Context: an optimization exercise on an open-source flow, tuned for small area, a short achievable clock period and few clock cycles. The choices shown serve that exercise and are no tape-out recipe. In this exercise RTL edits were held to simulation tests only and were not proved equivalent to the original. Power is estimated from default activity; no workload was simulated.

==> flow/design.v <==
module Core(clk,rstn,imem_addr,imem_data,wb_en,wb_rd,wb_data,st_en,st_addr,st_data);
  input clk;
  input rstn;
  output [31:0] imem_addr;
  input  [31:0] imem_data;
  output wb_en;
  output [4:0] wb_rd;
  output [31:0] wb_data;
  output st_en;
  output [4:0] st_addr;
  output [31:0] st_data;
  reg [31:0] pc;
  reg [31:0] id_ins;    
  reg        id_jal, id_jalr, id_sw, id_bimm;   
  reg [3:0]  id_r1a, id_r2a;   
  reg [7:0]  id_r1b, id_r2b;   
  reg [4:0]  ex_rd;     
  reg        ex_wr, ex_ld, ex_st, ex_blt, ex_beq, ex_jal, ex_jalr;
  reg        ex_add, ex_sub, ex_and, ex_or, ex_xor, ex_sll, ex_srl, ex_lui;
  reg [31:0] ex_a;      
  reg [31:0] ex_b;      
  reg [31:0] ex_c;      
  reg [4:0]  m_rd;      
  reg        m_wr, m_ld, m_st, m_tk;
  reg [31:0] m_val;     
  reg [31:0] m_aux;     
  reg [4:0]  w_rd;      
  reg        w_wr;
  reg [31:0] w_val;
  reg [31:0] regs [0:31];
  reg [31:0] mem  [0:31];
  wire [4:0] id_rs1 = id_ins[19:15];
  wire [4:0] id_rs2 = id_ins[24:20];
  wire stall = (ex_ld & ((ex_rd == id_rs1) | (ex_rd == id_rs2))) |
               (w_wr  & ((w_rd  == id_rs1) | (w_rd  == id_rs2)));
  wire flush = m_tk;
  assign imem_addr = pc;
  wire [4:0] op = id_ins[4:0];
  wire d_add  = (op == 5'd1);
  wire d_addi = (op == 5'd2);
  wire d_sub  = (op == 5'd3);
  wire d_and  = (op == 5'd4);
  wire d_andi = (op == 5'd5);
  wire d_or   = (op == 5'd6);
  wire d_ori  = (op == 5'd7);
  wire d_xor  = (op == 5'd8);
  wire d_xori = (op == 5'd9);
  wire d_sll  = (op == 5'd10);
  wire d_slli = (op == 5'd11);
  wire d_srl  = (op == 5'd12);
  wire d_srli = (op == 5'd13);
  wire d_lui  = (op == 5'd14);
  wire d_lw   = (op == 5'd15);
  wire d_sw   = id_sw;
  wire d_blt  = (op == 5'd17);
  wire d_beq  = (op == 5'd18);
  wire d_jal  = id_jal;
  wire d_jalr = id_jalr;
  wire d_wr = (op != 5'd0) & ((op <= 5'd15) | d_jal | d_jalr);
  wire [31:0] imm_is = {{20{id_ins[31]}}, id_ins[31:20]};
  wire [31:0] imm_iz = {20'b0, id_ins[31:20]};
  wire [31:0] imm_sh = {26'b0, id_ins[25:20]};
  wire [31:0] imm_ss = {{20{id_ins[31]}}, id_ins[31:25], id_ins[11:7]};
  wire [31:0] imm_u  = {id_ins[31:12], 12'b0};
  wire [31:0] imm_j  = {{12{id_ins[31]}}, id_ins[31:12]};
  wire d_bimm = id_bimm;
  wire [31:0] d_imm = (d_andi | d_ori | d_xori) ? imm_iz :
                      (d_slli | d_srli) ? imm_sh :
                      d_lui ? imm_u :
                      d_sw ? imm_ss : imm_is;
  wire [31:0] pcm1  = pc - 32'd1;
  wire [31:0] pcrel = pcm1 + (d_jal ? imm_j : imm_ss);
  wire [1023:0] rf_q;
  wire [1023:0] dm_q;
  genvar gw;
  generate
    for (gw = 0; gw < 32; gw = gw + 1) begin : words
      assign rf_q[gw*32 +: 32] = regs[gw];
      assign dm_q[gw*32 +: 32] = mem[gw];
    end
  endgenerate
  wire [31:0] rd1, rd2;
  RdMux32P rp1 (.ah(id_r1a), .bh(id_r1b), .q(rf_q), .o(rd1));
  RdMux32P rp2 (.ah(id_r2a), .bh(id_r2b), .q(rf_q), .o(rd2));
  wire [31:0] result;
  wire [31:0] wnext;
  wire fa_m = ex_wr & (ex_rd == id_rs1);
  wire fa_w = m_wr & (m_rd == id_rs1);
  wire fb_m = ex_wr & (ex_rd == id_rs2);
  wire fb_w = m_wr & (m_rd == id_rs2);
  wire [31:0] fwd1 = fa_m ? result : fa_w ? wnext : rd1;
  wire [31:0] fwd2 = fb_m ? result : fb_w ? wnext : rd2;
  wire        subm = ex_sub | ex_blt;
  wire [32:0] sum  = {1'b0, ex_a} + {1'b0, subm ? ~ex_b : ex_b} + {32'b0, subm};
  wire [31:0] xv   = ex_a ^ ex_b;
  wire        lt   = ~sum[32];
  wire        eq   = (xv == 32'b0);
  function [31:0] rev32(input [31:0] v);
    integer i;
    for (i = 0; i < 32; i = i + 1) rev32[i] = v[31 - i];
  endfunction
  wire        shz  = (ex_b[31:5] != 27'b0);
  wire [31:0] shin = ex_sll ? rev32(ex_a) : ex_a;
  wire [31:0] shr  = shin >> ex_b[4:0];
  assign result =
      ({32{ex_add | ex_sub}} & sum[31:0]) |
      ({32{ex_and}} & (ex_a & ex_b)) |
      ({32{ex_or }} & (ex_a | ex_b)) |
      ({32{ex_xor}} & xv) |
      ({32{ex_sll & ~shz}} & rev32(shr)) |
      ({32{ex_srl & ~shz}} & shr) |
      ({32{ex_lui}} & ex_b) |
      ({32{ex_jal}} & ex_a) |
      ({32{ex_jalr}} & ex_c);
  wire taken = ex_jal | ex_jalr | (ex_blt & lt) | (ex_beq & eq);
  wire [31:0] ldata;
  RdMux32 rp3 (.a(m_val[4:0]), .q(dm_q), .o(ldata));
  assign wnext = m_ld ? ldata : m_val;
  always @(posedge clk) begin
    if (~rstn) pc <= 32'b0;
    else if (flush) pc <= m_aux;
    else if (~stall) pc <= pc + 32'd1;
  end
  wire [4:0] fop = imem_data[4:0];
  wire f_jal  = (fop == 5'd19);
  wire f_jalr = (fop == 5'd20);
  wire f_sw   = (fop == 5'd16);
  wire f_bimm = (fop == 5'd2) | (fop == 5'd5) | (fop == 5'd7) | (fop == 5'd9) | (fop == 5'd11) |
                (fop == 5'd13) | (fop == 5'd14) | (fop == 5'd15) | (fop == 5'd16) | (fop == 5'd20);
  wire [3:0] f_r1a = 4'b1 << imem_data[16:15];
  wire [7:0] f_r1b = 8'b1 << imem_data[19:17];
  wire [3:0] f_r2a = 4'b1 << imem_data[21:20];
  wire [7:0] f_r2b = 8'b1 << imem_data[24:22];
  always @(posedge clk) begin
    if (~rstn | flush) begin
      id_ins <= 32'b0;
      {id_jal, id_jalr, id_sw, id_bimm} <= 4'b0;
      {id_r1a, id_r1b, id_r2a, id_r2b} <= 24'b0;
    end else if (~stall) begin
      id_ins <= imem_data;
      {id_jal, id_jalr, id_sw, id_bimm} <= {f_jal, f_jalr, f_sw, f_bimm};
      {id_r1a, id_r1b, id_r2a, id_r2b} <= {f_r1a, f_r1b, f_r2a, f_r2b};
    end
  end
  always @(posedge clk) begin
    if (~rstn | flush | stall) begin
      ex_rd <= 5'b0;
      {ex_wr, ex_ld, ex_st, ex_blt, ex_beq, ex_jal, ex_jalr} <= 7'b0;
      {ex_add, ex_sub, ex_and, ex_or, ex_xor, ex_sll, ex_srl, ex_lui} <= 8'b0;
    end else begin
      ex_rd <= id_ins[11:7];
      ex_wr <= d_wr;
      ex_ld <= d_lw;
      ex_st <= d_sw;
      ex_blt <= d_blt;
      ex_beq <= d_beq;
      ex_jal <= d_jal;
      ex_jalr <= d_jalr;
      ex_add <= d_add | d_addi | d_lw | d_sw;
      ex_sub <= d_sub;
      ex_and <= d_and | d_andi;
      ex_or  <= d_or | d_ori;
      ex_xor <= d_xor | d_xori;
      ex_sll <= d_sll | d_slli;
      ex_srl <= d_srl | d_srli;
      ex_lui <= d_lui;
    end
  end
  always @(posedge clk) begin
    if (~rstn) begin
      ex_a <= 32'b0;
      ex_b <= 32'b0;
      ex_c <= 32'b0;
    end else begin
      ex_a <= d_jal ? pc : fwd1;
      ex_b <= d_bimm ? d_imm : fwd2;
      ex_c <= d_sw ? fwd2 : d_jalr ? pc : pcrel;
    end
  end
  always @(posedge clk) begin
    if (~rstn | flush) begin
      m_rd <= 5'b0;
      {m_wr, m_ld, m_st, m_tk} <= 4'b0;
    end else begin
      m_rd <= ex_rd;
      m_wr <= ex_wr;
      m_ld <= ex_ld;
      m_st <= ex_st;
      m_tk <= taken;
    end
  end
  always @(posedge clk) begin
    if (~rstn) begin
      m_val <= 32'b0;
      m_aux <= 32'b0;
    end else begin
      m_val <= result;
      m_aux <= ex_jalr ? sum[31:0] : ex_c;
    end
  end
  always @(posedge clk) begin
    if (~rstn) begin
      w_rd <= 5'b0;
      w_wr <= 1'b0;
      w_val <= 32'b0;
    end else begin
      w_rd <= m_rd;
      w_wr <= m_wr;
      w_val <= wnext;
    end
  end
  wire [31:0] rf_wd = rstn ? w_val : 32'b0;
  wire [31:0] dm_wd = rstn ? m_aux : 32'b0;
  integer k;
  always @(posedge clk) begin
    for (k = 0; k < 32; k = k + 1) begin
      if (~rstn | (w_wr & (w_rd == k))) regs[k] <= rf_wd;
      if (~rstn | (m_st & (m_val[4:0] == k))) mem[k] <= dm_wd;
    end
  end
  assign wb_en   = w_wr;
  assign wb_rd   = w_rd;
  assign wb_data = w_val;
  assign st_en   = m_st;
  assign st_addr = m_val[4:0];
  assign st_data = m_aux;
endmodule
module RdMux32(a, q, o);
  input  [4:0]    a;
  input  [1023:0] q;
  output [31:0]   o;
  assign o = q[a*32 +: 32];
endmodule
module RdMux32P(ah, bh, q, o);
  input  [3:0]    ah;
  input  [7:0]    bh;
  input  [1023:0] q;
  output reg [31:0] o;
  integer k;
  always @(*) begin
    o = 32'b0;
    for (k = 0; k < 32; k = k + 1)
      o = o | ({32{ah[k % 4] & bh[k / 4]}} & q[k*32 +: 32]);
  end
endmodule
==> flow/config.mk <==
export PLATFORM = sky130hd
export DESIGN_NAME = Core
export DESIGN_NICKNAME = Core
export VERILOG_FILES = /design/flow/design.v
export SDC_FILE = /design/flow/constraint.sdc
export NUM_CORES = 4
export LEC_CHECK = 0
export CAP_MARGIN = 20
export CORE_MARGIN = 2
export CORE_UTILIZATION = 55
export PLACE_DENSITY = 0.65
export SLEW_MARGIN = 20
==> flow/constraint.sdc <==
create_clock -name core_clock -period 12.0 [get_ports {clk}]
set_input_delay 2.4000 -clock core_clock [delete_from_list [all_inputs] [get_ports {clk}]]
set_output_delay 2.4000 -clock core_clock [all_outputs]
set_load 0.01 [all_outputs]
standard.sh (not shown) runs the stock make flow with config.mk's settings and CLKGATE_MAP_FILE= SYNTH_SCRIPT=/design/flow/synth_recipe.tcl, a recipe that flattens the netlist after the stock synthesis.
==> flow/flow/run.sh <==
#!/bin/bash
# Layout flow. It is the standard flow (standard.sh) with these changes:
#  - synthesis reads design.v with the behavioural RdMux32 and RdMux32P (read ports of the
#    register file and data memory) replaced by a gate-level one built from
#    a222oi/nand/or cells (flow/gen_rdmux.py); every register is unchanged;
#  - the resizer is asked to keep 8.4 ns of setup slack at the 12 ns clock;
#  - CTS uses sink clusters of up to 28 flip-flops (70 um) and no dummy loads.
# Each tool's output goes to a log file in this folder.
set -euo pipefail
python3 flow/gen_rdmux.py rdmux_cells.v > gen_rdmux.log 2>&1
python3 flow/swap_module.py design.v rdmux_cells.v design_custom.v > swap_module.log 2>&1
bash standard.sh VERILOG_FILES="$PWD/design_custom.v" SETUP_SLACK_MARGIN=8.4 \
  CTS_ARGS="-sink_clustering_enable -repair_clock_nets -sink_clustering_size 28 -sink_clustering_max_diameter 70 -dont_use_dummy_load" \
  finish > standard.log 2>&1
Other scripts of this flow, unchanged in this note and not shown: flow/flow/gen_rdmux.py, flow/flow/swap_module.py
The baseline completed with no timing, DRC or antenna violations.
Testbench counts at the start, summed over its fixed seeds: cycles 48,142.
Then changed:
--- a/flow/flow/run.sh
+++ b/flow/flow/run.sh
@@ -5,3 +5,3 @@
 #    a222oi/nand/or cells (flow/gen_rdmux.py); every register is unchanged;
-#  - the resizer is asked to keep 8.4 ns of setup slack at the 12 ns clock;
+#  - the resizer is asked to keep 8.2 ns of setup slack at the 12 ns clock;
 #  - CTS uses sink clusters of up to 28 flip-flops (70 um) and no dummy loads.
@@ -11,3 +11,3 @@
 python3 flow/swap_module.py design.v rdmux_cells.v design_custom.v > swap_module.log 2>&1
-bash standard.sh VERILOG_FILES="$PWD/design_custom.v" SETUP_SLACK_MARGIN=8.4 \
+bash standard.sh VERILOG_FILES="$PWD/design_custom.v" SETUP_SLACK_MARGIN=8.2 \
   CTS_ARGS="-sink_clustering_enable -repair_clock_nets -sink_clustering_size 28 -sink_clustering_max_diameter 70 -dont_use_dummy_load" \
=> Routed wire length fell by 0.38%; power fell by 0.83%; core utilization fell by 1.7 points; setup slack is worse by 0.033 ns; cell count fell by 0.99%.

Setup of before:
Core, a different RTL version from the one above (not shown whole).
Size in the first run: about 6,500 cells after synthesis, roughly 2,300 flip-flops.
clock: 12.0 ns
lec_check: 0
cap_margin: 20
core_margin: 2
core_utilization: 55
place_density: 0.65
slew_margin: 20
==> flow/flow/run.sh <==
#!/bin/bash
# Layout flow. It is the standard flow (standard.sh) with these changes:
#  - synthesis reads design.v with the behavioural RdMux32 (read ports of the
#    register file and data memory) replaced by a gate-level one built from
#    a222oi/nand/or cells (flow/gen_rdmux.py); every register is unchanged;
#  - the resizer is asked to keep 8 ns of setup slack at the 12 ns clock;
#  - CTS uses sink clusters of up to 30 flip-flops (80 um) and no dummy loads.
# Each tool's output goes to a log file in this folder.
set -euo pipefail
python3 flow/gen_rdmux.py rdmux_cells.v > gen_rdmux.log 2>&1
python3 flow/swap_module.py design.v rdmux_cells.v design_custom.v > swap_module.log 2>&1
bash standard.sh VERILOG_FILES="$PWD/design_custom.v" SETUP_SLACK_MARGIN=8 \
  CTS_ARGS="-sink_clustering_enable -repair_clock_nets -sink_clustering_size 30 -sink_clustering_max_diameter 80 -dont_use_dummy_load" \
  finish > standard.log 2>&1
==> flow/flow/gen_rdmux.py <==
#!/usr/bin/env python3
# Writes flow/rdmux_cells.v: a gate-level RdMux32 (32-word x 32-bit read
# port) built from sky130_fd_sc_hd a222oi/a22oi, nand4/nand3 and or3 cells,
# which the custom flow synthesizes in place of the behavioural RdMux32.
import sys
L = []
w = L.append
w("// Generated by gen/gen_rdmux.py: gate-level RdMux32 for the layout flow.")
w("module RdMux32(a, q, o);")
w("  input  [4:0]    a;")
w("  input  [1023:0] q;")
w("  output [31:0]   o;")
w("  wire [31:0] s;")
w("  genvar i;")
w("  generate for (i = 0; i < 32; i = i + 1) begin : dec")
w("    assign s[i] = (a == i);")
w("  end endgenerate")
for b in range(32):
    w(f"  wire [10:0] p{b};")
    w(f"  wire [2:0] n{b};")
    for g in range(10):
        k = 3 * g
        w(f"  sky130_fd_sc_hd__a222oi_1 g{b}_{g} (.A1(s[{k}]), .A2(q[{k*32+b}]), .B1(s[{k+1}]), .B2(q[{(k+1)*32+b}]), .C1(s[{k+2}]), .C2(q[{(k+2)*32+b}]), .Y(p{b}[{g}]));")
    w(f"  sky130_fd_sc_hd__a22oi_1 g{b}_10 (.A1(s[30]), .A2(q[{30*32+b}]), .B1(s[31]), .B2(q[{31*32+b}]), .Y(p{b}[10]));")
    w(f"  sky130_fd_sc_hd__nand4_1 h{b}_0 (.A(p{b}[0]), .B(p{b}[1]), .C(p{b}[2]), .D(p{b}[3]), .Y(n{b}[0]));")
    w(f"  sky130_fd_sc_hd__nand4_1 h{b}_1 (.A(p{b}[4]), .B(p{b}[5]), .C(p{b}[6]), .D(p{b}[7]), .Y(n{b}[1]));")
    w(f"  sky130_fd_sc_hd__nand3_1 h{b}_2 (.A(p{b}[8]), .B(p{b}[9]), .C(p{b}[10]), .Y(n{b}[2]));")
    w(f"  sky130_fd_sc_hd__or3_1 o{b} (.A(n{b}[0]), .B(n{b}[1]), .C(n{b}[2]), .X(o[{b}]));")
w("endmodule")
open(sys.argv[1] if len(sys.argv) > 1 else "rdmux_cells.v", "w").write("\n".join(L) + "\n")
Other scripts of this flow, unchanged in this note and not shown: flow/flow/swap_module.py
The final layout from before, which completed every stage, passed the timing, DRC and antenna checks at the end of the flow.
Testbench counts of before, summed over its fixed seeds: cycles 48,142.
Input changes introduced in after (baseline for comparison: before):
--- a/flow/flow/run.sh
+++ b/flow/flow/run.sh
@@ -6,2 +6,2 @@
-#  - the resizer is asked to keep 8 ns of setup slack at the 12 ns clock;
-#  - CTS uses sink clusters of up to 30 flip-flops (80 um) and no dummy loads.
+#  - the resizer is asked to keep 8.2 ns of setup slack at the 12 ns clock;
+#  - CTS uses sink clusters of up to 28 flip-flops (70 um) and no dummy loads.
@@ -12,2 +12,2 @@
-bash standard.sh VERILOG_FILES="$PWD/design_custom.v" SETUP_SLACK_MARGIN=8 \
-  CTS_ARGS="-sink_clustering_enable -repair_clock_nets -sink_clustering_size 30 -sink_clustering_max_diameter 80 -dont_use_dummy_load" \
+bash standard.sh VERILOG_FILES="$PWD/design_custom.v" SETUP_SLACK_MARGIN=8.2 \
+  CTS_ARGS="-sink_clustering_enable -repair_clock_nets -sink_clustering_size 28 -sink_clustering_max_diameter 70 -dont_use_dummy_load" \
--- a/flow/flow/gen_rdmux.py
+++ b/flow/flow/gen_rdmux.py
@@ -28 +28 @@
-    w(f"  sky130_fd_sc_hd__or3_1 o{b} (.A(n{b}[0]), .B(n{b}[1]), .C(n{b}[2]), .X(o[{b}]));")
+    w(f"  sky130_fd_sc_hd__or3_2 o{b} (.A(n{b}[0]), .B(n{b}[1]), .C(n{b}[2]), .X(o[{b}]));")
==> results.txt <==
after reached the final stage; the timing, DRC and antenna checks on its layout passed.
Summary of the comparison: combined buffer and inverter count along the critical path is higher in after, relative to before.
Taking before as the reference, in after non-clock buffer count shows an increase of about 13%, effective utilization at floorplan level, register-to-register slack rose 0.19 ns.
Number of clock buffer instances in the layout (after vs. before) increases by more than 10%
The sequential-to-total area share from yosys stat of before and that of after are within noise of each other.

==> separate check: timing with driven ports <==
The results above use ideal ports. As a check the final layouts listed here were re-extracted and re-timed, cells and wires unchanged. Step 1 sets driving cells, clkbuf_16 on the clock port and buf_2 on the other inputs (assumed; they add their load-dependent delay and slew). Step 2, shift: input delay + t, output delay - t, t = (earliest + latest rising clock arrival at the registers) / 2. This alone moves slack from input paths to output paths. Slacks: ideal / step 1 / step 2; pairs: ideal / step 1.
run	shift t [ns]	setup slack, ns	worst setup path at the end	latest minus earliest clock arrival (ns)
the first run of note 1	0.910	8.085 / 8.073 / 7.544	input to register	0.113 / 0.113
the second run of note 1	0.888	8.053 / 8.053 / 7.298	input to register	0.124 / 0.124
before	0.881	7.729 / 7.729 / 7.212	input to register	0.105 / 0.105
after	0.900	7.918 / 7.918 / 7.310	input to register	0.141 / 0.141
After both steps every run listed still meets setup and hold. The setup slack of the second run of note 1, which loses most, moves by 0.000 ns with the drivers and by -0.755 ns with both steps.
